Source: an optimization exercise on an open RTL-to-GDS flow (aim: small area, a short achievable clock period and few clock cycles per item). Production flows keep margins and buffers that such runs may drop.
At most, simulation tests tie the RTL to the original design; equivalence was not proved.
Only the layout flow was run in runs 3 to 5; the RTL was not checked for function there.

==> flow/design.v <==
module fifo #(parameter WIDTH = 8, parameter LOGDEPTH = 3) (
    input clk,
    input reset,
    input enq_val,
    input [WIDTH-1:0] enq_data,
    output enq_rdy,
    output deq_val,
    output [WIDTH-1:0] deq_data,
    input deq_rdy
);
localparam DEPTH = (1 << LOGDEPTH);
reg [WIDTH-1:0] buffer [DEPTH-1:0];
reg [LOGDEPTH-1:0] rptr, wptr;
reg full;
wire empty;
wire [LOGDEPTH-1:0] next;
wire behind = next == rptr;
wire enq_fire;
wire deq_fire;
assign enq_fire = enq_val & enq_rdy;
assign deq_fire = deq_val & deq_rdy;
assign next = wptr + 1;
assign empty = (rptr == wptr) && !full;
assign enq_rdy = !full;
assign deq_val = !empty;
assign deq_data = buffer[rptr];
always @(posedge clk) begin
    if (reset) begin
        wptr <= 0;
        rptr <= 0;
        full <= 0;
    end else begin
        if (enq_fire) begin
            buffer[wptr] <= enq_data;
            wptr <= wptr + 1;
        end
        if (deq_fire) begin
            rptr <= rptr + 1;
        end
        if (enq_fire && !deq_fire && behind) begin
            full <= 1;
        end
        if (!enq_fire && deq_fire) begin
            full <= 0;
        end
    end
end
endmodule
module gcd_datapath #( parameter W = 16 )
( 
	input [W-1:0] operands_bits_A,
	input [W-1:0] operands_bits_B,
	output [W-1:0] result_bits_data,
	input clk, reset,
	input B_mux_sel, A_en, B_en,
	input [1:0] A_mux_sel,
	output B_zero,
	output A_lt_B
);
reg [W-1:0] A_reg;
reg [W-1:0] B_reg;
wire [W-1:0] A_next;
wire [W-1:0] B_next;
wire [W-1:0] sub_out;
assign A_next
	= A_mux_sel == 0 ? operands_bits_A
	: A_mux_sel == 1 ? B_reg
	: A_mux_sel == 2 ? sub_out
	: {W{1'bx}};
assign B_next
	= B_mux_sel == 0 ? operands_bits_B
	: B_mux_sel == 1 ? A_reg
	: {W{1'bx}};
assign sub_out = A_reg - B_reg;
assign B_zero = (B_reg == 0) ? 1'b1 : 1'b0;
assign A_lt_B = (A_reg < B_reg) ? 1'b1 : 1'b0;
assign result_bits_data = A_reg;
always @ (posedge clk) begin
	if(reset) begin
		A_reg <= 0;
		B_reg <= 0;
	end else begin
		if (A_en) A_reg <= A_next;
		if (B_en) B_reg <= B_next;
	end
end
endmodule
module gcd_control
( 
	input clk, reset, operands_val, result_rdy,
	input B_zero, A_lt_B,
	output reg result_val, operands_rdy,
	output reg [1:0] A_mux_sel,
	output reg B_mux_sel, A_en, B_en
);
parameter CALC = 2'b00;
parameter IDLE = 2'b10;
parameter DONE = 2'b11;
reg [1:0] state;
reg [1:0] nextstate;
always @* begin
	nextstate = state; 
	A_en = 0;
	B_en = 0;
	result_val = 0;
	operands_rdy = 0;
	B_mux_sel = 0;
	A_mux_sel = 0;
	case (state)
		IDLE : begin
			operands_rdy = 1;
			if(operands_val == 1'b1) begin
				nextstate = CALC;
				A_en = 1;
				B_en = 1;
			end else begin
				nextstate = IDLE;
			end
		end
		CALC : begin
			if(A_lt_B == 1'b1) begin
				B_mux_sel = 1;
				A_mux_sel = 1;
				A_en = 1;
				B_en = 1;
				nextstate = CALC;
			end else if (B_zero == 1'b0) begin
				A_mux_sel = 2;
				A_en = 1;
				nextstate = CALC;
			end else begin
				nextstate = DONE;
			end
		end
		DONE : begin
      result_val = 1;
			if (result_rdy) begin
				nextstate = IDLE;
			end else begin
				nextstate = DONE;
			end
		end
	endcase
end
always @(posedge clk) begin
	if(reset)
		state <= IDLE;
	else
		state <= nextstate;
end
endmodule
module gcd_unit #( parameter W = 32 ) (
  input clk,
  input reset,
  input operands_val,
  input [W-1:0] operands_bits_A,
  input [W-1:0] operands_bits_B,
  output operands_rdy,
  output result_val,
  output [W-1:0] result_bits_data,
  input result_rdy
);
wire B_zero, A_lt_B, B_mux_sel, A_en, B_en;
wire [1:0] A_mux_sel;
gcd_datapath #(W) dpath (
  .clk(clk),
  .reset(reset),
  .B_mux_sel(B_mux_sel),
  .A_en(A_en),
  .B_en(B_en),
  .A_mux_sel(A_mux_sel),
  .B_zero(B_zero),
  .A_lt_B(A_lt_B),
  .operands_bits_A(operands_bits_A),
  .operands_bits_B(operands_bits_B),
  .result_bits_data(result_bits_data)
);
gcd_control ctrl (
  .clk(clk),
  .reset(reset),
  .operands_val(operands_val),
  .result_rdy(result_rdy),
  .B_zero(B_zero),
  .A_lt_B(A_lt_B),
  .result_val(result_val),
  .operands_rdy(operands_rdy),
  .A_mux_sel(A_mux_sel),
  .B_mux_sel(B_mux_sel),
  .A_en(A_en),
  .B_en(B_en)
);
endmodule
module gcd_arbiter #(parameter W = 32, parameter N = 2) (
  input clk,
  input reset,
  input operands_val,
  input [W-1:0] operands_bits_A,
  input [W-1:0] operands_bits_B,
  output operands_rdy,
  output [N-1:0] request_val,
  output [W-1:0] request_operands_bits_A,
  output [W-1:0] request_operands_bits_B,
  input [N-1:0] request_rdy,
  output result_val,
  output [W-1:0] result_bits_data,
  input result_rdy,
  input [N-1:0] response_val,
  input [N*W-1:0] response_result_bits_data,
  output [N-1:0] response_rdy
);
localparam U = $clog2(N);
genvar i, j;
wire enqueue;
wire dequeue;
wire can_enqueue;
wire can_dequeue;
wire [U-1:0] queue_input, queue_output;
wire [N-1:0] blocked;
wire [N-1:0] request_rdy_bus;
wire [N-1:0] active;
wire [U-1:0] ids [N-1:0];
wire [N-1:0] active_ids [U-1:0];
fifo#(U, U) queue (
  .clk(clk),
  .reset(reset),
  .enq_val(enqueue),
  .enq_data(queue_input),
  .enq_rdy(can_enqueue),
  .deq_val(can_dequeue),
  .deq_data(queue_output),
  .deq_rdy(dequeue)
);
wire operands_fire, result_fire;
assign blocked[0] = 0;
generate
  for (i = 1; i < N; i = i + 1) begin : blk
    assign blocked[i] = blocked[i-1] | request_rdy[i-1];
  end
endgenerate
generate
  for (i = 0; i < N; i = i + 1) begin : req
    assign request_rdy_bus[i] = request_rdy[i];
    assign request_val[i] = can_enqueue & !blocked[i] & operands_val;
    assign response_rdy[i] = (queue_output == i) & result_fire;
    assign active[i] = !blocked[i] & request_rdy[i] & operands_val;
    assign ids[i] = i;
    for (j = 0; j < U; j = j + 1) begin : bits
      assign active_ids[j][i] = active[i] & ids[i][j];
    end
  end
endgenerate
generate
  for (i = 0; i < U; i = i + 1) begin : qin
    assign queue_input[i] = |active_ids[i];
  end
endgenerate
assign operands_fire = (|request_rdy_bus) & can_enqueue;
assign operands_rdy = operands_fire;
assign result_val = result_fire;
assign request_operands_bits_A = operands_bits_A;
assign request_operands_bits_B = operands_bits_B;
assign result_fire = can_dequeue & response_val[queue_output] & result_rdy;
assign result_bits_data = response_result_bits_data[queue_output*W +: W];
assign enqueue = |active;
assign dequeue = result_fire;
endmodule
module gcd_coprocessor #( parameter W = 32, parameter P = 2 ) (
  input clk,
  input reset,
  input operands_val,
  input [W-1:0] operands_bits_A,
  input [W-1:0] operands_bits_B,
  output operands_rdy,
  output result_val,
  output [W-1:0] result_bits,
  input result_rdy
);
wire [P-1:0] execute;
wire [P-1:0] accepting;
wire [P-1:0] done;
wire [P-1:0] accepted;
wire [P*W-1:0] results;
wire [W-1:0] dispatch_A;
wire [W-1:0] dispatch_B;
genvar u;
generate
  for (u = 0; u < P; u = u + 1) begin : units
    gcd_unit#(W) unit (
      .clk(clk),
      .reset(reset),
      .operands_val(execute[u]),
      .operands_bits_A(dispatch_A),
      .operands_bits_B(dispatch_B),
      .operands_rdy(accepting[u]),
      .result_val(done[u]),
      .result_bits_data(results[u*W +: W]),
      .result_rdy(accepted[u])
    );
  end
endgenerate
gcd_arbiter#(W, P) arbiter(
  .clk(clk),
  .reset(reset),
  .operands_val(operands_val),
  .operands_bits_A(operands_bits_A),
  .operands_bits_B(operands_bits_B),
  .operands_rdy(operands_rdy),
  .request_val(execute),
  .request_operands_bits_A(dispatch_A),
  .request_operands_bits_B(dispatch_B),
  .request_rdy(accepting),
  .result_val(result_val),
  .result_bits_data(result_bits),
  .result_rdy(result_rdy),
  .response_val(done),
  .response_result_bits_data(results),
  .response_rdy(accepted)
);
endmodule
==> flow/run.sh <==
#!/bin/bash
# synth_recipe.tcl (not shown) runs the flow's synth.tcl, then flattens the netlist and writes it again
# the make line also repeats each setting of config.mk as NAME=value (left out here)
make -C /OpenROAD-flow-scripts/flow DESIGN_CONFIG=/design/flow/config.mk WORK_HOME=/design/flow/orfs CLKGATE_MAP_FILE= SYNTH_SCRIPT=/design/flow/synth_recipe.tcl finish
==> flow/config.mk <==
export PLATFORM = sky130hd
export DESIGN_NAME = gcd_coprocessor
export DESIGN_NICKNAME = gcd_coprocessor
export VERILOG_FILES = /design/flow/design.v
export SDC_FILE = /design/flow/constraint.sdc
export NUM_CORES = 4
export LEC_CHECK = 0
export CAP_MARGIN = 20
export CORE_MARGIN = 2
export CORE_UTILIZATION = 30
export SLEW_MARGIN = 20
==> flow/constraint.sdc <==
create_clock -name core_clock -period 4.0 [get_ports {clk}]
set_input_delay 0.8000 -clock core_clock [delete_from_list [all_inputs] [get_ports {clk}]]
set_output_delay 0.8000 -clock core_clock [all_outputs]
set_load 0.01 [all_outputs]
==> out/metrics.csv, run 1 <==
stage,metric,value,unit
status,status,timing/DRC/antenna clean,
timing,fin_ws,0.508,ns
floorplanning,die_area,37200,sq um
grt,grt_pass1_vias,9914,
yosys,netlist.area_leader.share,25.4,%
timing,finClkSkew,0.0103,ns
worst_setup_path,end_kind,flop,
placement,gp_congestion,0.925,
worst_setup_path,critPathSlowestCell,dfxtp_1,
layout,area_growth,20.8,%
timing,max_freq,286,MHz
placement,dp_hpwl,28600,um
worst_setup_path,cp_cell_sequence,"ha_1, fa_1, nand2b_1, a21oi_1, o21ai_0, o21ai_1, buf_4, o2111ai_1, nand3_2, buf_12, buf_12, o221ai_1, a21oi_1",
routing,ant_nets,0,
routing,wl_per_cell,19.5,um
yosys,synth-seq-cells,138,
yosys,yosysMostFrequentCell,nor2_1,
yosys,synth_warnings,4,
run,maxCapViolCount,0,
layout,utilization,36.6,%
routing,drc,0,
yosys,avgSynthCellArea,7.90,sq um
worst_setup_path,cp_top_family,compound AO/OA/AOI/OAI gates,
yosys,synthSimpleGateAreaFrac,17.5,%
layout,drive_above_1_share,9.78,%
routing,firstDrtPassIters,5,
yosys,synth.net_count,1497,
routing,viasPerCell,5.52,
timing,finalSetupViolCount,0,
worst_setup_path,start_kind,flop,
yosys,synthTopCellsByCount,"173 x nor2_1, 136 x dfxtp_1, 119 x a211oi_1, 91 x inv_1, 82 x a21oi_1",
timing,worst_pin_slew,0.691,ns
worst_setup_path,cp.required,4.31,ns
yosys,synth_xor_area_share,3.85,%
yosys,netlist.top_cell.by_area,dfxtp_1,
yosys,ys_async_sr_fraction,0,%
timing,tns,0,ns
worst_hold_path,hold_class,reg2reg,
worst_setup_path,arrival,3.80,ns
grt,groute.usage.overall,20.0,%
clock_network,cts_root_buf,clkbuf_16,
worst_setup_path,timing.critical_path.buf_inv,3,
timing,finalCriticalPeriod,3.49,ns
timing,finalMaxSlewViolations,0,
yosys,synth_top_family_by_area,compound AO/OA/AOI/OAI gates,
clock_network,numCtsBuffers,17,
timing,slew_headroom,53.9,%
layout,fin_nets,1570,
grt,grt_max_degree,55,
grt,grt_first_pass_wirelength,57200,um
worst_setup_path,critPathMaxFanout,37,
layout,n_fill_cell,3614,
routing,postRouteWirelength,37000,um
clock_network,cts.sinks,138,
clock_network,htreeDepth,4,
floorplanning,io_pins,102,
yosys,synth_fa_ha_area_share,8.79,%
yosys,muxShareOfSynthArea,10.9,%
yosys,synth-edff-count,2,
routing,initialDrtViolationCount,866,
floorplanning,start_util,30.3,%
placement,portBuffers,101,
timing,finalCritPeriodShare,87.3,%
yosys,syn_inst,1355,
yosys,synth_area_leaders,"dfxtp_1 25%, ha_1 8.4%, a211oi_1 8.3%",
clock_network,cts.reportedPaths.clkPinSlew,0.06,ns
worst_setup_path,critPathMaxStageDelay,0.47,ns
grt,antenna_found_initial,0,
timing,hold_viol,0,
clock_network,cts_buffer_depth,2,
routing,vias,10506,
worst_setup_path,worstSetupPathType,reg2reg,
yosys,synth_compound_area_share,26.9,%
clock_network,cts_resized,0,
yosys,synth_ff_type,dfxtp_1,
yosys,ys_types,66,
clock_network,clk_latency,0.43,ns
yosys,synth_area,10700,sq um
floorplanning,die_h,193,um
clock_network,cts_tree,yes,
floorplanning,num_rows,69,
floorplanning,die_w,193,um
yosys,synth_seq_area_share,26.0,%
clock_network,hold_buffers,0,
timing,rsz0062_at_grt,no,
clock_network,cts_setup_buffers,0,
layout,diodes,0,
grt,grt_overflow,0,
floorplanning,core-area,35300,sq um
placement,place_ws,0.546,ns
[final cells by class]
| type | instances | area [sq um] | area share (%) |
|---|---|---|---|
| clock inverter | 11 | 168 | 1.30 |
| sequential | 138 | 2780 | 21.5 |
| tap | 461 | 577 | 4.46 |
| clock buffer | 21 | 470 | 3.64 |
| timing repair buffer | 130 | 1290 | 9.97 |
| inverter | 91 | 342 | 2.64 |
| multi-input combinational | 1050 | 7300 | 56.5 |
[per-layer routing]
layer | routed length (um) | share of wire, % | track usage, %
met4 | 1260 | 3.4 | 7.93
met3 | 2060 | 5.6 | 2.93
met2 | 16500 | 45 | 31.0
met5 | 0 | 0 | 0
met1 | 17100 | 46 | 27.7
[logic make-up (layout without fill, tap and decap cells)]
logic type | after synthesis | count (layout)
DFF | 138 | 138
adders and majority gates | 74 | 74
AOI/OAI and AO/OA | 417 | 417
buffers and inverters | 167 | 253
and+or+nand+nor | 403 | 403
xor gates and xnor gates | 47 | 47
muxes | 109 | 109
[layout by cell type (no fill, tap or decap), types with 12 or more instances in the layout]
| cell | instances |
|---|---|
| nor2_1 | 173 |
| dfxtp_1 | 136 |
| a211oi_1 | 119 |
| clkdlybuf4s50_1 | 100 |
| inv_1 | 91 |
| a21oi_1 | 82 |
| ha_1 | 72 |
| nand2_1 | 63 |
| mux2_2 | 59 |
| o21ai_0 | 50 |
| mux2i_1 | 49 |
| nor3_1 | 47 |
| o22ai_1 | 28 |
| xnor2_1 | 27 |
| nor2b_1 | 26 |
| buf_4 | 25 |
| xor2_1 | 20 |
| nor4_1 | 20 |
| o21a_1 | 17 |
| nand3_1 | 17 |
| clkbuf_16 | 17 |
| a21o_1 | 15 |
| o211ai_1 | 13 |
| nand4_1 | 12 |
[worst paths after layout]
path	start	endpoint	slack, ns	depth (start not counted)
worst max-delay path	units[0].unit.dpath.B_reg[0]	units[0].unit.dpath.A_reg[31]	0.51	13
worst min-delay path	units[0].unit.ctrl.state[0]	units[0].unit.ctrl.state[0]	0.50	2
worst max register to register	units[0].unit.dpath.B_reg[0]	units[0].unit.dpath.A_reg[31]	0.51	13
worst min register to register	units[0].unit.ctrl.state[0]	units[0].unit.ctrl.state[0]	0.50	2
[worst register-to-register path: cells and delay by family, from the launching register on]
kind                       cells  cell delay [ns]
AOI/OAI and AO/OA              6             1.30
DFF                            1             0.47
buffers and inverters          3             0.63
adders and majority gates      2             0.47
and+or+nand+nor                2             0.51
[metrics by stage]
step	cells	cell area, sq um	hold WS, ns
after floorplan	1355	10700	0.474
after global placement	1870	12300	0.492
after detailed placement	1870	12300	0.495
after CTS	1902	12900	0.507
after global routing	1902	12900	0.532
final	1902	12900	0.504
Testbench counts, summed over its fixed seeds: cycles 775,065, items 4,800.
==> inputs of run 2 (changes only) <==
==> flow/design.v (replaced) <==
module gcd_coprocessor #( parameter W = 32, parameter P = 2 ) (
  input clk,
  input reset,
  input operands_val,
  input [W-1:0] operands_bits_A,
  input [W-1:0] operands_bits_B,
  output operands_rdy,
  output result_val,
  output [W-1:0] result_bits,
  input result_rdy
);
localparam KW = $clog2(W);
reg [W-1:0] a, b;
reg [KW-1:0] k;
reg full;
wire za = (a == {W{1'b0}});
wire zb = (b == {W{1'b0}});
wire kz = (k == {KW{1'b0}});
wire fin = za | zb;
wire done = full & fin & kz;
wire take = done & result_rdy;
wire load = operands_val & (~full | take);
assign result_val = done;
assign result_bits = a | b;
assign operands_rdy = ~full | take;
wire [W:0] d_ab = {1'b0, a} - {1'b0, b};
wire [W-1:0] d_ba = b - a;
wire ge = ~d_ab[W];
wire [W-1:0] absd = ge ? d_ab[W-1:0] : d_ba;
wire a_odd = a[0];
wire b_odd = b[0];
wire s_both = a[1] | b[1];       
wire s_a = a[1];
wire s_b = b[1];
wire s_d = a[1] ^ b[1];
wire step = full & ~fin;
wire both_odd = a_odd & b_odd;
wire [W-1:0] a_src = both_odd ? absd : a;
wire a_sh1 = both_odd ? s_d : (b_odd ? s_a : s_both);
wire [W-1:0] a_shr = a_sh1 ? {1'b0, a_src[W-1:1]} : {2'b00, a_src[W-1:2]};
wire b_sh1 = a_odd ? s_b : s_both;
wire [W-1:0] b_shr = b_sh1 ? {1'b0, b[W-1:1]} : {2'b00, b[W-1:2]};
always @(posedge clk) begin
  if (reset) begin
    full <= 1'b0;
  end else if (load) begin
    full <= 1'b1;
  end else if (take) begin
    full <= 1'b0;
  end
end
always @(posedge clk) begin
  if (load) begin
    a <= operands_bits_A;
    b <= operands_bits_B;
    k <= {KW{1'b0}};
  end else if (step) begin
    if (~(a_odd & ~b_odd))
      a <= a_shr;
    if (~b_odd)
      b <= b_shr;
    else if (both_odd & ~ge)
      b <= a;
    if (~a_odd & ~b_odd)
      k <= k + (s_both ? 1 : 2);
  end else if (full & za & ~kz) begin
    b <= {b[W-2:0], 1'b0};
    k <= k - 1'b1;
  end
end
endmodule
==> run 2 against run 1 <==
  * Maximum frequency is 10% lower
  * Sequential share of layout area is 3.8 points lower
  * Core utilization is 4.9 points higher
  * First-iteration DRC count is 11% lower
  * Final cell count is 9.7% lower
  * Highest routed layer unchanged
==> out/metrics.csv, run 2 <==
stage,metric,value,unit
yosys,synth_ff_type,edfxtp_1,
layout,utilization,41.5,%
routing,initialDrtViolationCount,767,
timing,finalCriticalPeriod,3.88,ns
worst_setup_path,cp_cell_sequence,"inv_2, ha_1, or2_1, or3_4, or4_4, a21oi_2, or4_4, nor2_4, mux2_4, a2111oi_4, xnor2_1, a221oi_1, mux2_2",
worst_setup_path,arrival,4.00,ns
routing,drc,0,
timing,max_freq,257,MHz
run,maxCapViolCount,0,
yosys,synth.net_count,1267,
routing,viasPerCell,5.39,
grt,grt_pass1_vias,9363,
routing,vias,9255,
timing,hold_viol,0,
worst_hold_path,hold_start,k[2],
floorplanning,io_pins,102,
worst_setup_path,worstSetupPathType,reg2reg,
clock_network,htreeDepth,3,
yosys,netlist.top_cell.by_area,edfxtp_1,
floorplanning,start_util,30.4,%
layout,layout_common_cells,"172 x buf_4, 142 x a21oi_1, 138 x inv_1, 128 x nor2_1, 101 x clkdlybuf4s50_1",
worst_setup_path,crit_top_cell,or4_4,
timing,finalMaxSlewViolations,0,
worst_setup_path,critPathMaxFanout,5,
worst_hold_path,hold_class,reg2reg,
worst_setup_path,cp_top_family,simple AND/OR/NAND/NOR gates,
layout,drive_above_1_share,17.2,%
clock_network,cts_tree,yes,
routing,postRouteWirelength,36200,um
yosys,ys_types,68,
placement,place_area,11200,sq um
grt,grt_max_degree,60,
worst_setup_path,r2r_start,b[28],
yosys,synth-seq-cells,70,
grt,grt_first_pass_wirelength,55000,um
placement,dp_hpwl,28200,um
floorplanning,core-area,27700,sq um
timing,finalSetupViolCount,0,
timing,rsz0062_at_grt,yes,
yosys,synth_area,8430,sq um
yosys,synth-edff-count,64,
worst_setup_path,timing.critical_path.buf_inv,1,
timing,slew_headroom,25.0,%
layout,design_area,11500,sq um
routing,firstDrtPassIters,7,
yosys,avgSynthCellArea,7.67,sq um
yosys,synth_area_leaders,"edfxtp_1 23%, ha_1 14%, a21oi_1 8.5%",
routing,ant_nets,0,
floorplanning,die_area,29500,sq um
worst_setup_path,cp.required,4.11,ns
worst_setup_path,critPathMaxStageDelay,0.57,ns
grt,grt_overflow,0,
floorplanning,die_w,172,um
yosys,syn_inst,1100,
clock_network,cts_root_buf,clkbuf_16,
clock_network,cts_buffer_depth,2,
timing,finalCritPeriodShare,97.1,%
clock_network,clk_latency,0.36,ns
yosys,synthTopCellsByCount,"144 x a21oi_1, 139 x inv_1, 130 x nor2_1, 96 x ha_1, 66 x o21ai_0",
clock_network,cts.reportedPaths.clkPinSlew,0.07,ns
yosys,yosysMostFrequentCell,a21oi_1,
layout,n_fill_cell,2840,
timing,worst_pin_slew,1.12,ns
floorplanning,num_rows,61,
yosys,synth_warnings,1,
yosys,ys_async_sr_fraction,0,%
layout,diodes,0,
placement,gp_congestion,0.980,
layout,area_growth,36.4,%
floorplanning,die_h,172,um
yosys,netlist.area_leader.share,22.8,%
worst_setup_path,critPathSlowestCell,or4_4,
yosys,synth_seq_area_share,24.2,%
routing,wl_per_cell,21.1,um
clock_network,hold_buffers,0,
worst_setup_path,start_kind,flop,
placement,portBuffers,101,
clock_network,numCtsBuffers,9,
grt,antenna_found_initial,0,
layout,fin_nets,1502,
grt,groute.usage.overall,24.7,%
status,status,timing/DRC/antenna clean,
timing,finClkSkew,0.0102,ns
timing,tns,0,ns
worst_setup_path,cp-startpoint,b[28],
worst_setup_path,end_kind,flop,
layout,layout_commonest_cell,buf_4,
clock_network,cts.sinks,70,
[run 2: changes by cell type after synthesis, sizes merged, moves of 35 or more]
cell | previous run | this run
nor3 | 47 | 12
a211oi | 120 | 13
nor2 | 173 | 131
dfxtp | 136 | 6
edfxtp | 2 | 64
a21oi | 83 | 144
inv | 91 | 139
mux2 | 59 | 6
[run 2: logic make-up after synthesis]
group,count (synthesis),synth area share [%]
AND/OR/NAND/NOR,279,15.2
multiplexers,35,4.29
buffers and inverters,195,8.80
AO/OA/AOI/OAI,389,29.1
XOR/XNOR,33,3.43
adder cells (fa/ha/maj),99,15.0
flip-flops,70,24.2
[run 2: worst reg2reg max path: cells and delay by family (launching register included)]
family / cells / cell delay (ns)
muxes: 2 / 0.65
adders and majority gates: 1 / 0.23
buffers and inverters: 1 / 0.10
xor gates and xnor gates: 1 / 0.19
AOI/OAI and AO/OA: 3 / 0.65
DFF: 1 / 0.41
and+or+nand+nor: 5 / 1.42
[run 2: repair_timing]
item | 4_1_cts | 5_1_grt
pin swaps | 1 | 2
resized for setup | 2 | 13
hold endpoints to repair | 0 | 0
setup buffers | 1 | 2
endpoints found under the setup margin | 2 | 16
[run 2: layout make-up]
cell class | count | area [sq um] | area share [%]
Inverter | 139 | 522 | 4.54
Multi-Input combinational cell | 835 | 5760 | 50.1
Tap cell | 378 | 473 | 4.11
Sequential cell | 70 | 2040 | 17.8
Clock buffer | 9 | 225 | 1.96
Clock inverter | 7 | 41.3 | 0.359
Timing Repair Buffer | 280 | 2440 | 21.2
[run 2: path summary, 6_finish.rpt]
path | end | slack [ns] | cells after the start
worst max-delay path | a[29] | 0.12 | 13
worst min-delay path | k[2] | 0.52 | 2
worst max register to register | a[29] | 0.12 | 13
worst min register to register | k[2] | 0.52 | 2
[run 2: per-stage QoR]
stage / std cells / hold slack (ns) / worst slack [ns]
6_report: 1718 / 0.516 / 0.115
5_1_grt: 1718 / 0.529 / -0.0192
4_1_cts: 1716 / 0.515 / 0.0262
3_5_place_dp: 1699 / 0.504 / -0.0168
3_3_place_gp: 1699 / 0.485 / 0.121
2_1_floorplan: 1100 / 0.458 / 0.162
[run 2: layer usage]
| metal | GRT usage [%] | up-vias | routed length [um] |
|---|---|---|---|
| met5 | 0 | - | 0 |
| met4 | 8.40 | 0 | 1130 |
| met3 | 4.51 | 72 | 2230 |
| met2 | 40.5 | 327 | 16500 |
| met1 | 32.7 | 4412 | 16300 |
| li1 | - | 4444 | - |
Testbench counts of run 2, summed over its fixed seeds: cycles 127,348, items 4,800.
==> inputs of run 3 (changes only) <==
==> flow/design.v (replaced) <==
module gcd_coprocessor #( parameter W = 32, parameter P = 2 ) (
  input clk,
  input reset,
  input operands_val,
  input [W-1:0] operands_bits_A,
  input [W-1:0] operands_bits_B,
  output operands_rdy,
  output result_val,
  output [W-1:0] result_bits,
  input result_rdy
);
localparam KW = $clog2(W);
localparam S = 3;            
reg [W:0] a;                 
reg [W-1:0] b;
reg [KW-1:0] k;
reg full;
wire za = (a == {(W+1){1'b0}});
wire zb = (b == {W{1'b0}});
wire kz = (k == {KW{1'b0}});
wire fin = za | zb;
wire done = full & fin & kz;
wire take = done & result_rdy;
wire load = operands_val & (~full | take);
assign result_val = done;
assign result_bits = a[W-1:0] | b;
assign operands_rdy = ~full | take;
wire a_neg = a[W];
wire a_odd = a[0];
wire b_odd = b[0];
wire step = full & ~fin;
wire [W:0] bx = {1'b0, b} ^ {(W+1){~a_neg}};
wire [W:0] r = a + bx + {{W{1'b0}}, ~a_neg};
wire [W-1:0] a_abs = a[W-1:0] ^ {{(W-1){a_neg}}, 1'b0};
wire swap = r[W] ^ a_neg;
function [S-1:0] shsel;      
  input [S:0] v;             
  integer j;
  reg found;
  begin
    shsel = {S{1'b0}};
    found = 1'b0;
    for (j = 1; j < S; j = j + 1) begin
      if (!found && v[j]) begin
        shsel[j-1] = 1'b1;
        found = 1'b1;
      end
    end
    if (!found) shsel[S-1] = 1'b1;
  end
endfunction
wire [S-1:0] sh_r = shsel(r[S:0]);
wire [S-1:0] sh_a = shsel(a[S:0]);
wire [S-1:0] sh_b = shsel(b[S:0]);
wire [S-1:0] sh_ab = shsel(a[S:0] | b[S:0]);
function [W:0] shr_a;
  input [W:0] v;
  input [S-1:0] sel;
  integer j;
  begin
    shr_a = {(W+1){1'b0}};
    for (j = 1; j <= S; j = j + 1)
      if (sel[j-1]) shr_a = $signed(v) >>> j;
  end
endfunction
function [W-1:0] shr_b;
  input [W-1:0] v;
  input [S-1:0] sel;
  integer j;
  begin
    shr_b = {W{1'b0}};
    for (j = 1; j <= S; j = j + 1)
      if (sel[j-1]) shr_b = v >> j;
  end
endfunction
wire both_odd = a_odd & b_odd;
wire both_even = ~a_odd & ~b_odd;
wire [W:0] a_r = shr_a(r, sh_r);
wire [W:0] a_e = shr_a(a, both_even ? sh_ab : sh_a);
wire [W-1:0] b_e = shr_b(b, a_odd ? sh_b : sh_ab);
wire [2:0] k_inc = both_even ? (sh_ab[0] ? 3'd1 : sh_ab[1] ? 3'd2 : 3'd3) : 3'd0;
always @(posedge clk) begin
  if (reset) begin
    full <= 1'b0;
  end else if (load) begin
    full <= 1'b1;
  end else if (take) begin
    full <= 1'b0;
  end
end
always @(posedge clk) begin
  if (load) begin
    a <= {1'b0, operands_bits_A};
    b <= operands_bits_B;
    k <= {KW{1'b0}};
  end else if (step) begin
    if (both_odd)
      a <= a_r;
    else if (~a_odd)
      a <= a_e;
    if (~b_odd)
      b <= b_e;
    else if (both_odd & swap)
      b <= a_abs;
    k <= k + k_inc;
  end else if (full & za & ~kz) begin
    b <= {b[W-2:0], 1'b0};
    k <= k - 1'b1;
  end
end
endmodule
==> run 3 against run 2 <==
  * Still clean
  * Clock skew barely moved
  * Synthesized cell count rose by 7.8%
  * Cell area fell by 5.1%
  * Critical path type is now reg2out
  * Highest routed layer unchanged
==> out/metrics.csv, run 3 <==
stage,metric,value,unit
worst_setup_path,start_kind,flop,
timing,finalSetupViolCount,0,
layout,largest_reg_flops,33,
worst_setup_path,worstSetupPathType,reg2out,
yosys,yosysMostFrequentCell,o21ai_0,
routing,postRouteWirelength,35100,um
yosys,synth.net_count,1291,
grt,grt_first_pass_wirelength,53800,um
worst_setup_path,r2r_start,a[32],
yosys,ys_types,67,
worst_setup_path,cp_cell_sequence,"nor4_2, nand3_1, nor3_1, nor2_1, nor2_1, nand2_1, nand2_1, clkdlybuf4s50_1",
clock_network,clk_latency,0.35,ns
timing,tns,0,ns
worst_setup_path,worst_r2r_endpoint,a[30],
timing,finClkSkew,0.0100,ns
layout,drive_above_1_share,9.51,%
layout,diodes,0,
worst_setup_path,cp_top_family,simple AND/OR/NAND/NOR gates,
yosys,synth-edff-count,64,
yosys,synth-seq-cells,71,
placement,portBuffers,101,
status,status,timing/DRC/antenna clean,
clock_network,cts.reportedPaths.clkPinSlew,0.06,ns
worst_setup_path,end_kind,primary output,
worst_setup_path,r2r_cells,10,
clock_network,htreeDepth,3,
clock_network,cts_buffer_depth,2,
clock_network,cts.sinks,71,
worst_hold_path,hold_start,k[4],
routing,vias,9830,
routing,firstDrtPassIters,6,
grt,grt_overflow,0,
grt,grt_max_degree,62,
floorplanning,die_w,178,um
worst_hold_path,hold_end,k[4],
layout,layout_common_cells,"121 x o21ai_0, 101 x clkdlybuf4s50_1, 99 x nor2_1, 95 x a21oi_1, 73 x nand2_1",
yosys,synth_area,9070,sq um
yosys,synth_warnings,1,
floorplanning,io_pins,102,
worst_hold_path,hold_depth,2,
placement,gp_congestion,0.956,
floorplanning,core-area,29700,sq um
yosys,netlist.area_leader.share,21.2,%
layout,n_fill_cell,3031,
worst_setup_path,critPathMaxFanout,8,
yosys,avgSynthCellArea,7.65,sq um
clock_network,cts_tree,yes,
timing,rsz0062_at_grt,no,
timing,finalCritPeriodShare,96.5,%
worst_setup_path,arrival,3.06,ns
timing,hold_viol,0,
routing,wl_per_cell,21.5,um
timing,slew_headroom,37.6,%
timing,worst_pin_slew,0.936,ns
timing,max_freq,259,MHz
floorplanning,num_rows,63,
floorplanning,die_h,178,um
yosys,synth_area_leaders,"edfxtp_1 21%, mux2i_1 7.5%, o21ai_0 6.8%",
yosys,syn_inst,1186,
worst_setup_path,cp.required,3.20,ns
layout,area_growth,20.4,%
run,maxCapViolCount,0,
worst_setup_path,timing.critical_path.buf_inv,1,
worst_setup_path,critPathSlowestCell,edfxtp_1,
layout,top_register,a,
floorplanning,start_util,30.5,%
layout,layout_commonest_cell,o21ai_0,
yosys,synthTopCellsByCount,"124 x o21ai_0, 101 x nor2_1, 95 x a21oi_1, 95 x clkbuf_1, 73 x nand2_1",
timing,holdWs,0.525,ns
timing,finalCriticalPeriod,3.86,ns
routing,ant_nets,0,
layout,design_area,10900,sq um
worst_setup_path,crit_cells,8,
routing,viasPerCell,6.03,
timing,finalMaxSlewViolations,0,
layout,utilization,36.7,%
worst_setup_path,critPathMaxStageDelay,0.58,ns
worst_setup_path,rrSetupSlack,0.33,ns
grt,antenna_found_initial,0,
clock_network,cts_root_buf,clkbuf_16,
layout,fin_nets,1341,
clock_network,numCtsBuffers,9,
placement,dp_hpwl,25800,um
worst_hold_path,hold_class,reg2reg,
yosys,ys_async_sr_fraction,0,%
floorplanning,die_area,31700,sq um
routing,drc,0,
routing,initialDrtViolationCount,1451,
yosys,netlist.top_cell.by_area,edfxtp_1,
grt,groute.usage.overall,21.9,%
placement,place_area,10600,sq um
yosys,synth_seq_area_share,22.7,%
yosys,synth_ff_type,edfxtp_1,
grt,grt_pass1_vias,9236,
run 3: cell types whose count changed in the layout (fill, tap and decap cells not counted), sizes merged, moves of 30 or more:
| cell | delta |
|---|---|
| mux2i | +39 |
| buf | -123 |
| ha | -61 |
| or2 | +32 |
| o21ai | +60 |
| inv | -115 |
| a21oi | -49 |
| nor2 | -30 |
| o221ai | +51 |
| nor2b | +51 |
run 3: metal layers:
| metal | share of wire [%] | track usage, % |
|---|---|---|
| met5 | 0 | 0 |
| met4 | 4.0 | 9.77 |
| met2 | 42 | 32.3 |
| met1 | 45 | 31.5 |
| met3 | 8.4 | 2.83 |
run 3: final cells by class:
cell class	count	area, sq um	share of cell area, %
Timing Repair Buffer	157	1490	13.6
Tap cell	390	488	4.47
Clock inverter	5	48.8	0.447
Clock buffer	11	233	2.13
Inverter	24	90.1	0.825
Sequential cell	71	2070	18.9
Multi-Input combinational cell	973	6510	59.6
run 3: logic make-up (layout without fill, tap and decap cells):
kind of cell | after synthesis | in the layout | share of synthesized area, %
flops | 71 | 71 | 22.7
xor+xnor | 53 | 53 | 5.12
compound gates | 434 | 434 | 32.0
simple gates | 381 | 381 | 21.1
fa+ha+maj | 37 | 37 | 5.27
mux | 68 | 68 | 7.50
buf+inv | 142 | 197 | 6.27
run 3: what timing repair did:
action                                  in CTS  in global routing
buffers inserted                             0                  1
pin swaps                                    0                  0
endpoints found under the setup margin       2                 13
endpoints found under the hold margin        0                  0
hold buffers                                 0                  0
resized for setup                            2                  0
run 3: worst reg2reg max path, delay by kind of cell (launching register included):
kind | cells | cell delay (ns)
AO/OA/AOI/OAI | 6 | 2.00
flip-flops | 1 | 0.70
AND/OR/NAND/NOR | 2 | 0.16
XOR/XNOR | 1 | 0.18
adder cells (fa/ha/maj) | 1 | 0.37
run 3: metrics by stage:
step | worst slack (ns) | std cells
after CTS | 0.149 | 1630
after global placement | 0.228 | 1614
after floorplan | 0.00674 | 1186
final | 0.141 | 1631
after global routing | 0.0488 | 1631
after detailed placement | 0.206 | 1614
run 3: how the worst max path moves through the flow:
stage | endpoint | slack [ns] | startpoint
finish | operands_rdy | 0.14 | a[22]
global route | operands_rdy | 0.05 | a[22]
CTS | operands_rdy | 0.15 | a[22]
detailed placement | a[30] | 0.21 | a[32]
global placement | a[30] | 0.23 | a[32]
floorplan | b[10] | 0.007 | a[32]
==> inputs of run 4 (changes only) <==
--- a/flow/config.mk
+++ b/flow/config.mk
@@ -9,3 +9,4 @@
 export CORE_MARGIN = 2
 export CORE_UTILIZATION = 30
+export SETUP_SLACK_MARGIN = 0.5
 export SLEW_MARGIN = 20
==> run 4 against run 3 <==
  * Maximum frequency is 10% higher
  * Highest routed layer unchanged
  * Clock-buffer cell count is 1 lower
  * Register-to-register slack better by 0.24 ns
==> out/metrics.csv, run 4 <==
stage,metric,value,unit
worst_setup_path,cp.required,3.20,ns
placement,gp_congestion,0.932,
yosys,synth_compound_area_share,32.0,%
yosys,synth_area,9070,sq um
yosys,synthTopCellsByCount,"124 x o21ai_0, 101 x nor2_1, 95 x a21oi_1, 95 x clkbuf_1, 73 x nand2_1",
worst_setup_path,cp_cell_sequence,"nor4_1, nand4_1, nor3_4, nor2_1, nor2_1, and2_1, clkdlybuf4s50_1",
timing,finalSetupViolCount,0,
grt,grt_use_met3,2.85,%
routing,initialDrtViolationCount,1279,
layout,n_fill_cell,3015,
floorplanning,start_util,30.5,%
layout,drive_above_1_share,15.4,%
yosys,synth-seq-cells,71,
floorplanning,io_pins,102,
routing,viasPerCell,5.97,
status,status,timing/DRC/antenna clean,
yosys,synth_xor_area_share,5.12,%
layout,fin_cells,1684,
grt,antenna_found_initial,0,
yosys,synth_seq_area_share,22.7,%
placement,dpl.cell_count,1616,
grt,use_met2,33.4,%
yosys,syn_inst,1186,
worst_setup_path,start_kind,flop,
yosys,synth_area_leaders,"edfxtp_1 21%, mux2i_1 7.5%, o21ai_0 6.8%",
yosys,synth_warnings,1,
worst_setup_path,timing.critical_path.buf_inv,1,
worst_setup_path,crit_top_cell,nor2_1,
worst_setup_path,end_kind,primary output,
timing,holdWs,0.524,ns
floorplanning,die_h,178,um
timing,rsz0062_at_grt,no,
routing,postRouteWirelength,36300,um
yosys,muxShareOfSynthArea,7.50,%
worst_setup_path,cp_top_family,simple AND/OR/NAND/NOR gates,
floorplanning,die_w,178,um
worst_setup_path,arrival,2.70,ns
routing,firstDrtPassIters,6,
routing,drc,0,
yosys,synth_ff_type,edfxtp_1,
layout,multi_input_area,6670,sq um
worst_setup_path,critPathMaxFanout,5,
floorplanning,num_rows,63,
worst_setup_path,worstSetupPathType,reg2out,
layout,layout_commonest_cell,o21ai_0,
yosys,synthSimpleGateAreaFrac,21.1,%
clock_network,cts_buffer_depth,2,
timing,worst_pin_slew,1.02,ns
worst_setup_path,critPathSlowestCell,clkdlybuf4s50_1,
clock_network,cts.reportedPaths.clkPinSlew,0.07,ns
grt,grt_pass1_vias,9200,
yosys,synth-edff-count,64,
floorplanning,core-area,29700,sq um
layout,area_growth,27.3,%
yosys,synth_fa_ha_area_share,5.27,%
timing,slew_headroom,31.6,%
yosys,netlist.top_cell.by_area,edfxtp_1,
timing,finalCritPeriodShare,87.6,%
layout,fin_nets,1394,
timing,tns,0,ns
clock_network,hold_buffers,0,
run,maxCapViolCount,0,
yosys,yosysMostFrequentCell,o21ai_0,
grt,groute.usage.overall,22.3,%
placement,dp_hpwl,26200,um
timing,finalMaxSlewViolations,0,
clock_network,numCtsBuffers,9,
yosys,avgSynthCellArea,7.65,sq um
grt,grt_max_degree,60,
grt,busiest_layer,met2,
clock_network,cts_root_buf,clkbuf_16,
routing,vias,10057,
clock_network,cts.sinks,71,
yosys,ys_async_sr_fraction,0,%
yosys,ys_types,67,
routing,ant_nets,0,
yosys,synth.net_count,1291,
clock_network,clk_latency,0.35,ns
clock_network,htreeDepth,3,
floorplanning,die_area,31700,sq um
yosys,netlist.area_leader.share,21.2,%
placement,portBuffers,101,
grt,use_met1,32.7,%
yosys,synth_top_family_by_area,compound AO/OA/AOI/OAI gates,
layout,layout_common_cells,"117 x o21ai_0, 100 x clkdlybuf4s50_1, 98 x buf_4, 97 x nor2_1, 91 x a21oi_1",
grt,grt_overflow,0,
worst_hold_path,hold_class,reg2reg,
timing,max_freq,285,MHz
layout,diodes,0,
layout,seq_area,2070,sq um
layout,top_register,a,
timing,finalCriticalPeriod,3.50,ns
worst_setup_path,critPathMaxStageDelay,0.53,ns
layout,largest_reg_flops,33,
timing,hold_viol,0,
clock_network,cts_tree,yes,
timing,finClkSkew,0.00983,ns
routing,wl_per_cell,21.5,um
grt,grt_first_pass_wirelength,54500,um
[run 4: cell counts after synthesis]
No cell type changed its count.
[run 4: final cells by class]
cell class	count	area share, %
well taps	390	4.22
flip-flops and latches	71	17.9
clock buffers	10	2.07
repair buffers	210	17.0
inverters	24	0.780
clock inverters	6	0.357
multi-input cells	973	57.7
[run 4: kinds of logic after synthesis]
group | Yosys count
flip-flops | 71
buffers and inverters | 142
XOR/XNOR | 53
adder cells (fa/ha/maj) | 37
multiplexers | 68
AO/OA/AOI/OAI | 434
AND/OR/NAND/NOR | 381
[run 4: through the flow]
stage          instance area, sq um  worst slack (ns)  util, %
2_1_floorplan                  9190             0.513        -
4_1_cts                       11100             0.488     37.3
3_3_place_gp                  10700             0.294     36.0
5_1_grt                       11600             0.479     38.9
3_5_place_dp                  10700             0.244     36.0
6_report                      11600             0.495     38.9
[run 4: final timing paths]
check / start / to / cells after the start / slack (ns)
min reg2reg: k[3] / k[3] / 2 / 0.52
max reg2reg: b[4] / a[28] / 11 / 0.57
max: a[9] / result_val / 7 / 0.50
min: k[3] / k[3] / 2 / 0.52
[run 4: tightest hold or removal path, delay by kind of cell, from the launching register on]
kind	cells	cell delay [ns]
simple gates	1	0.07
flops	1	0.35
compound gates	1	0.07
[run 4: what timing repair did]
action                                  4_1_cts  5_1_grt
buffers inserted                              8       41
resized for setup                             7       22
endpoints found under the setup margin       43       78
pin swaps                                     1        8
cloned                                        0        3
[run 4: per-layer routing]
metal,wire length (um),part of all wire [%]
met3,2970,8.2
met4,921,2.5
met5,0,0
met1,16600,46
met2,15800,43
==> inputs of run 5 (changes only) <==
--- a/flow/config.mk
+++ b/flow/config.mk
@@ -9,4 +9,4 @@
 export CORE_MARGIN = 2
 export CORE_UTILIZATION = 30
-export SETUP_SLACK_MARGIN = 0.5
+export SETUP_SLACK_MARGIN = 1.0
 export SLEW_MARGIN = 20
==> run 5 against run 4 <==
  * Synthesized cell count stayed put
  * Clock skew up 0.0037 ns
  * Clock-buffer cell count is the same
  * Die area is the same
  * Via count grew 8.0%
  * Critical endpoint is now a[23]
  * Routed wire length increased by 12%
==> out/metrics.csv, run 5 <==
stage,metric,value,unit
clock_network,cts_tree,yes,
worst_setup_path,critPathMaxStageDelay,0.39,ns
status,status,timing/DRC/antenna clean,
layout,area_growth,46.5,%
timing,finalSetupViolCount,0,
yosys,netlist.top_cell.by_area,edfxtp_1,
worst_setup_path,rrSetupSlack,0.77,ns
yosys,synth_seq_area_share,22.7,%
yosys,synth-seq-cells,71,
yosys,synth_area_leaders,"edfxtp_1 21%, mux2i_1 7.5%, o21ai_0 6.8%",
floorplanning,start_util,30.5,%
timing,finalMaxSlewViolations,0,
yosys,synth.net_count,1291,
yosys,synth-edff-count,64,
worst_setup_path,start_kind,flop,
placement,gp_congestion,0.925,
placement,portBuffers,101,
clock_network,cts_buffer_depth,2,
clock_network,clk_latency,0.36,ns
clock_network,cts_root_buf,clkbuf_16,
clock_network,cts.sinks,71,
timing,slew_headroom,29.9,%
clock_network,numCtsBuffers,9,
routing,wl_per_cell,22.7,um
routing,ant_nets,0,
yosys,synth_area,9070,sq um
layout,multi_input_area,7520,sq um
worst_setup_path,arrival,3.33,ns
layout,largest_reg_flops,33,
routing,initialDrtViolationCount,1623,
yosys,syn_inst,1186,
floorplanning,num_rows,63,
yosys,synth_ff_type,edfxtp_1,
grt,grt_first_pass_wirelength,58900,um
worst_setup_path,cp.required,4.11,ns
yosys,synthTopCellsByCount,"124 x o21ai_0, 101 x nor2_1, 95 x a21oi_1, 95 x clkbuf_1, 73 x nand2_1",
grt,grt_use_met3,4.97,%
worst_hold_path,hold_class,reg2reg,
routing,vias,10861,
timing,tns,0,ns
routing,firstDrtPassIters,7,
worst_setup_path,end_kind,flop,
floorplanning,core-area,29700,sq um
layout,n_fill_cell,2850,
floorplanning,die_w,178,um
yosys,avgSynthCellArea,7.65,sq um
layout,diodes,0,
placement,dp_hpwl,26700,um
worst_setup_path,critPathSlowestCell,dfxtp_4,
timing,worst_pin_slew,1.05,ns
layout,top_register,a,
worst_setup_path,critPathMaxFanout,8,
floorplanning,die_area,31700,sq um
grt,antenna_found_initial,0,
yosys,ys_types,67,
layout,drive_above_1_share,29.8,%
clock_network,hold_buffers,0,
layout,layout_commonest_cell,buf_4,
floorplanning,die_h,178,um
grt,grt_pass1_vias,10059,
timing,finalCriticalPeriod,3.23,ns
timing,max_freq,310,MHz
clock_network,cts.reportedPaths.clkPinSlew,0.07,ns
routing,drc,0,
grt,grt_max_degree,58,
yosys,synth_warnings,1,
timing,finalCritPeriodShare,80.7,%
layout,fin_nets,1488,
worst_setup_path,worstSetupPathType,reg2reg,
grt,busiest_layer,met2,
yosys,netlist.area_leader.share,21.2,%
worst_setup_path,cp_cell_sequence,"buf_12, xnor2_1, ha_4, nand2_1, o21ai_1, a21oi_2, buf_4, o211ai_1, nor2_1, xnor2_2, a21o_1, o32a_1",
routing,viasPerCell,6.11,
timing,hold_viol,0,
clock_network,htreeDepth,3,
yosys,ys_async_sr_fraction,0,%
grt,use_met2,36.9,%
grt,grt_overflow,0,
routing,postRouteWirelength,40400,um
run,maxCapViolCount,0,
layout,layout_common_cells,"168 x buf_4, 99 x clkdlybuf4s50_1, 98 x o21ai_0, 92 x nor2_1, 69 x a21oi_1",
layout,seq_area,2070,sq um
grt,use_met1,33.6,%
yosys,yosysMostFrequentCell,o21ai_0,
grt,groute.usage.overall,24.4,%
floorplanning,io_pins,102,
timing,finClkSkew,0.0136,ns
timing,rsz0062_at_grt,yes,
## run 5: cell count changes in the layout (fill, tap and decap cells not counted), sizes merged
cell	delta
clkdlybuf4s50	-1
clkinv	-2
inv	-2
clkbuf	-1
bufbuf	+1
buf	+96
clkinvlp	+2
bufinv	+2
dlymetal6s2s	-1
## run 5: repair_timing
| action | 4_1_cts | 5_1_grt |
|---|---|---|
| hold endpoints to repair | 0 | 0 |
| pin swaps | 59 | 56 |
| setup buffers | 112 | 35 |
| cloned | 3 | 2 |
| endpoints found under the setup margin | 126 | 129 |
| resized for setup | 120 | 108 |
## run 5: metal layers
metal / part of all wire [%] / up-vias
met1: 42 / 5220
met5: 0 / -
met3: 10 / 94
li1: - / 4904
met4: 3.9 / 0
met2: 44 / 643
## run 5: layout make-up
| type | count | share of cell area, % |
|---|---|---|
| Clock inverter | 6 | 0.696 |
| Tap cell | 390 | 3.67 |
| Timing Repair Buffer | 304 | 21.1 |
| Clock buffer | 10 | 1.72 |
| Multi-Input combinational cell | 973 | 56.6 |
| Sequential cell | 71 | 15.5 |
| Inverter | 24 | 0.678 |
## run 5: path summary, 6_finish.rpt
path                             from  endpoint  depth (start not counted)
worst max-delay path            a[32]     a[23]                         12
worst min-delay path             k[4]      k[4]                          2
worst max register to register  a[32]     a[23]                         12
worst min register to register   k[4]      k[4]                          2
## run 5: cells by family (layout without fill, tap and decap cells)
logic type	Yosys count	count (layout)	synth area share, %
adder cells (fa/ha/maj)	37	37	5.27
AO/OA/AOI/OAI	434	434	32.0
buffers and inverters	142	344	6.27
XOR/XNOR	53	53	5.12
flip-flops	71	71	22.7
multiplexers	68	68	7.50
AND/OR/NAND/NOR	381	381	21.1
## run 5: through the flow
step | cell area (sq um) | std cells | setup slack, ns | hold slack [ns] | util (%)
2_1_floorplan | 9260 | 1186 | 0.568 | 0.484 | -
3_3_place_gp | 10700 | 1610 | 0.481 | 0.506 | 35.9
3_5_place_dp | 10700 | 1610 | 0.419 | 0.516 | 35.9
4_1_cts | 12500 | 1741 | 0.835 | 0.533 | 42.0
5_1_grt | 13300 | 1778 | 0.655 | 0.584 | 44.7
6_report | 13300 | 1778 | 0.774 | 0.533 | 44.7
## run 5: worst max-delay path: cells and delay by family (launching register included)
| kind | cells | cell delay [ns] |
|---|---|---|
| and+or+nand+nor | 2 | 0.25 |
| AOI/OAI and AO/OA | 5 | 1.22 |
| xor gates and xnor gates | 2 | 0.54 |
| DFF | 1 | 0.39 |
| adders and majority gates | 1 | 0.26 |
| buffers and inverters | 2 | 0.31 |
==> inputs of run 6 (changes only) <==
--- a/flow/design.v
+++ b/flow/design.v
@@ -16,8 +16,7 @@
 reg [KW-1:0] k;
 reg full;
-wire za = (a == {(W+1){1'b0}});
-wire zb = (b == {W{1'b0}});
+reg az, bz;                  
 wire kz = (k == {KW{1'b0}});
-wire fin = za | zb;
+wire fin = az | bz;
 wire done = full & fin & kz;
 wire take = done & result_rdy;
@@ -34,4 +33,5 @@
 wire [W-1:0] a_abs = a[W-1:0] ^ {{(W-1){a_neg}}, 1'b0};
 wire swap = r[W] ^ a_neg;
+wire r_zero = (a_abs == b);
 function [S-1:0] shsel;      
   input [S:0] v;             
@@ -50,8 +50,10 @@
   end
 endfunction
+wire both_odd = a_odd & b_odd;
+wire both_even = ~a_odd & ~b_odd;
+wire [S-1:0] sh_ab = shsel(a[S:0] | b[S:0]);
 wire [S-1:0] sh_r = shsel(r[S:0]);
-wire [S-1:0] sh_a = shsel(a[S:0]);
-wire [S-1:0] sh_b = shsel(b[S:0]);
-wire [S-1:0] sh_ab = shsel(a[S:0] | b[S:0]);
+wire [S-1:0] sh_a = both_even ? sh_ab : shsel(a[S:0]);
+wire [S-1:0] sh_b = a_odd ? shsel(b[S:0]) : sh_ab;
 function [W:0] shr_a;
   input [W:0] v;
@@ -61,5 +63,5 @@
     shr_a = {(W+1){1'b0}};
     for (j = 1; j <= S; j = j + 1)
-      if (sel[j-1]) shr_a = $signed(v) >>> j;
+      if (sel[j-1]) shr_a = (v >> j) | ({(W+1){v[W]}} << (W + 1 - j));
   end
 endfunction
@@ -74,10 +76,23 @@
   end
 endfunction
-wire both_odd = a_odd & b_odd;
-wire both_even = ~a_odd & ~b_odd;
-wire [W:0] a_r = shr_a(r, sh_r);
-wire [W:0] a_e = shr_a(a, both_even ? sh_ab : sh_a);
-wire [W-1:0] b_e = shr_b(b, a_odd ? sh_b : sh_ab);
-wire [2:0] k_inc = both_even ? (sh_ab[0] ? 3'd1 : sh_ab[1] ? 3'd2 : 3'd3) : 3'd0;
+wire [W:0] a_src = both_odd ? r : a;
+wire [S-1:0] sh_asrc = both_odd ? sh_r : sh_a;
+wire [W:0] a_sh = shr_a(a_src, sh_asrc);
+wire [W-1:0] b_sh = shr_b(b, sh_b);
+wire restore = full & az & ~kz;
+wire a_en = load | (step & ~(a_odd & ~b_odd));
+wire [W:0] a_nx = load ? {1'b0, operands_bits_A} : a_sh;
+wire b_en = load | (step & (~b_odd | (both_odd & swap))) | restore;
+wire [W-1:0] b_nx = load ? operands_bits_B
+                  : step ? (b_odd ? a_abs : b_sh)
+                  : {b[W-2:0], 1'b0};
+reg [KW-1:0] k_inc;
+integer ki;
+always @* begin
+  k_inc = {KW{1'b0}};
+  if (both_even)
+    for (ki = 1; ki <= S; ki = ki + 1)
+      if (sh_ab[ki-1]) k_inc = ki;
+end
 always @(posedge clk) begin
   if (reset) begin
@@ -90,20 +105,15 @@
 end
 always @(posedge clk) begin
+  if (a_en) a <= a_nx;
+  if (b_en) b <= b_nx;
   if (load) begin
-    a <= {1'b0, operands_bits_A};
-    b <= operands_bits_B;
     k <= {KW{1'b0}};
+    az <= (operands_bits_A == {W{1'b0}});
+    bz <= (operands_bits_B == {W{1'b0}});
   end else if (step) begin
     if (both_odd)
-      a <= a_r;
-    else if (~a_odd)
-      a <= a_e;
-    if (~b_odd)
-      b <= b_e;
-    else if (both_odd & swap)
-      b <= a_abs;
+      az <= r_zero;
     k <= k + k_inc;
-  end else if (full & za & ~kz) begin
-    b <= {b[W-2:0], 1'b0};
+  end else if (restore) begin
     k <= k - 1'b1;
   end
--- a/flow/config.mk
+++ b/flow/config.mk
@@ -9,4 +9,3 @@
 export CORE_MARGIN = 2
 export CORE_UTILIZATION = 30
-export SETUP_SLACK_MARGIN = 1.0
 export SLEW_MARGIN = 20
==> run 6 against run 5 <==
  * First-iteration DRC count shrank 28%
  * Final cell count shrank 13%
  * Core utilization shrank 8.2 points
  * Critical path type unchanged
  * Largest cell class unchanged
==> out/metrics.csv, run 6 <==
stage,metric,value,unit
layout,drive_above_1_share,10.4,%
layout,layout_common_cells,"134 x nor2_1, 127 x a21oi_1, 101 x clkdlybuf4s50_1, 67 x edfxtp_1, 59 x xnor2_1",
clock_network,clk_latency,0.36,ns
clock_network,hold_buffers,0,
grt,antenna_found_initial,0,
yosys,syn_inst,1100,
grt,grt_max_degree,111,
run,maxCapViolCount,0,
worst_setup_path,critPathSlowestCell,edfxtp_1,
clock_network,cts_tree,yes,
timing,finalMaxSlewViolations,0,
routing,viasPerCell,5.86,
yosys,avgSynthCellArea,7.85,sq um
floorplanning,num_rows,62,
worst_setup_path,start_kind,flop,
yosys,ys_async_sr_fraction,0,%
timing,finClkSkew,0.0134,ns
worst_setup_path,cp_cell_sequence,"buf_12, xnor2_1, ha_1, and3_1, and3_1, o2111ai_1, a21oi_1, o21ai_0, mux2_2, a221oi_1, nor2_1, o32a_1",
layout,area_growth,20.9,%
routing,vias,9017,
routing,postRouteWirelength,32600,um
worst_setup_path,cp.required,4.10,ns
grt,groute.usage.overall,21.2,%
routing,ant_nets,0,
yosys,synth_warnings,1,
floorplanning,core-area,28500,sq um
yosys,synth-seq-cells,73,
clock_network,numCtsBuffers,9,
layout,design_area,10400,sq um
worst_setup_path,cp_top_family,compound AO/OA/AOI/OAI gates,
clock_network,cts_resized,0,
placement,portBuffers,101,
routing,wl_per_cell,21.2,um
layout,top_register,a,
timing,finalCritPeriodShare,92.5,%
layout,fin_cells,1538,
timing,finalSetupViolCount,0,
layout,diodes,0,
worst_hold_path,hold_class,reg2reg,
worst_setup_path,worstSetupPathType,reg2reg,
grt,grt_overflow,0,
floorplanning,io_pins,102,
yosys,synth_seq_area_share,24.7,%
clock_network,cts_root_buf,clkbuf_16,
worst_setup_path,arrival,3.80,ns
timing,tns,0,ns
clock_network,cts_buffer_depth,2,
worst_setup_path,crit_top_cell,and3_1,
clock_network,htreeDepth,3,
layout,seq_area,2130,sq um
timing,max_freq,270,MHz
clock_network,cts.sinks,73,
layout,utilization,36.6,%
layout,layout_commonest_cell,nor2_1,
timing,rsz0062_at_grt,no,
timing,slew_headroom,47.5,%
routing,firstDrtPassIters,8,
timing,hold_viol,0,
layout,n_fill_cell,3014,
yosys,ys_types,79,
yosys,netlist.top_cell.by_area,edfxtp_1,
timing,worst_pin_slew,0.788,ns
floorplanning,die_h,174,um
worst_setup_path,critPathMaxFanout,20,
layout,fin_nets,1257,
timing,finalCriticalPeriod,3.70,ns
placement,dpl.cell_count,1522,
yosys,synth_ff_type,edfxtp_1,
routing,initialDrtViolationCount,1175,
placement,dp_hpwl,25000,um
worst_setup_path,timing.critical_path.buf_inv,1,
grt,grt_pass1_vias,8623,
clock_network,cts.reportedPaths.clkPinSlew,0.07,ns
yosys,netlist.area_leader.share,23.3,%
grt,grt_first_pass_wirelength,50500,um
layout,largest_reg_flops,33,
floorplanning,start_util,30.2,%
clock_network,cts_setup_buffers,0,
placement,gp_congestion,0.952,
yosys,synth.net_count,1208,
worst_setup_path,end_kind,flop,
floorplanning,die_w,174,um
worst_setup_path,critPathMaxStageDelay,0.48,ns
yosys,synthTopCellsByCount,"135 x nor2_1, 128 x a21oi_1, 86 x clkbuf_1, 67 x edfxtp_1, 59 x xnor2_1",
routing,drc,0,
yosys,synth_area,8630,sq um
placement,place_area,10100,sq um
layout,multi_input_area,6060,sq um
status,status,timing/DRC/antenna clean,
yosys,yosysMostFrequentCell,nor2_1,
yosys,synth-edff-count,67,
floorplanning,die_area,30200,sq um
yosys,synth_area_leaders,"edfxtp_1 23%, a21oi_1 7.4%, xnor2_1 6.0%",
-- run 6: worst reg2reg max path, stage by stage, from the launching register on --
cell	delay, ns
edfxtp_1	0.48
buf_12	0.21
xnor2_1	0.22
ha_1	0.32
and3_1	0.20
and3_1	0.20
o2111ai_1	0.25
a21oi_1	0.14
o21ai_0	0.24
mux2_2	0.37
a221oi_1	0.40
nor2_1	0.08
o32a_1	0.34
-- run 6: final cells by class --
type                            count  area share, %
Multi-Input combinational cell    899           58.1
Tap cell                          384           4.60
Timing Repair Buffer              139           13.0
Clock inverter                      6          0.647
Clock buffer                       10           2.29
Inverter                           27          0.971
Sequential cell                    73           20.4
-- run 6: per-stage QoR --
stage	hold WS, ns	setup slack [ns]
floorplan	0.481	0.0331
global placement	0.502	0.465
detailed placement	0.515	0.389
CTS	0.533	0.354
global route	0.577	0.116
finish	0.533	0.300
-- run 6: logic make-up after synthesis --
family                     count (synthesis)  share of synthesized area [%]
adders and majority gates                 40                           5.97
xor gates and xnor gates                 111                           11.3
AOI/OAI and AO/OA                        368                           29.4
muxes                                     26                           3.19
buffers and inverters                    128                           5.78
and+or+nand+nor                          354                           19.7
DFF                                       73                           24.7
-- run 6: path summary, 6_finish.rpt --
path | startpoint | to | slack [ns] | depth (start not counted)
setup / recovery | a[32] | a[10] | 0.30 | 12
hold reg to reg | k[3] | k[3] | 0.53 | 2
setup reg to reg | a[32] | a[10] | 0.30 | 12
hold / removal | k[3] | k[3] | 0.53 | 2
-- run 6: per-layer routing --
layer	GRT usage, %	routed length, um
met1	29.1	14400
met2	33.6	14700
met3	2.89	2400
met4	8.68	1170
met5	0	0
Testbench counts of run 6, summed over its fixed seeds: cycles 111,616, items 4,800.

[afterwards: timing with drivers on the ports]
The flow's constraints put no driver on any port. The routed layouts listed below were extracted and timed again, unchanged, in two steps. Step 1, drivers: a clkbuf_16 drives clk and a buf_2 each remaining input, both assumed. Step 2 times the ports against the registers' clock, not the clock port: input delays grow and output delays shrink by t, the midpoint of the rising clock arrivals with the driver on. Three values: ideal ports, drivers, drivers and shift; two values: the first two.
run	t, ns	setup slack, ns	hold slack, ns	pins driven straight from the clock port
run 1	0.480	0.508 / 0.508 / 0.508	0.504 / 0.504 / 0.504	1
run 2	0.402	0.115 / 0.115 / 0.115	0.516 / 0.516 / 0.516	1
run 3	0.391	0.141 / 0.096 / 0.330	0.525 / 0.525 / 0.525	1
run 4	0.395	0.495 / 0.450 / 0.508	0.524 / 0.524 / 0.524	1
run 5	0.406	0.774 / 0.774 / 0.717	0.533 / 0.533 / 0.533	1
run 6	0.399	0.300 / 0.300 / 0.300	0.533 / 0.533 / 0.533	1
After both steps setup and hold are still met in every run listed. The setup slack of run 5, which loses most, moves by 0.000 ns with the drivers and by -0.057 ns with both steps.
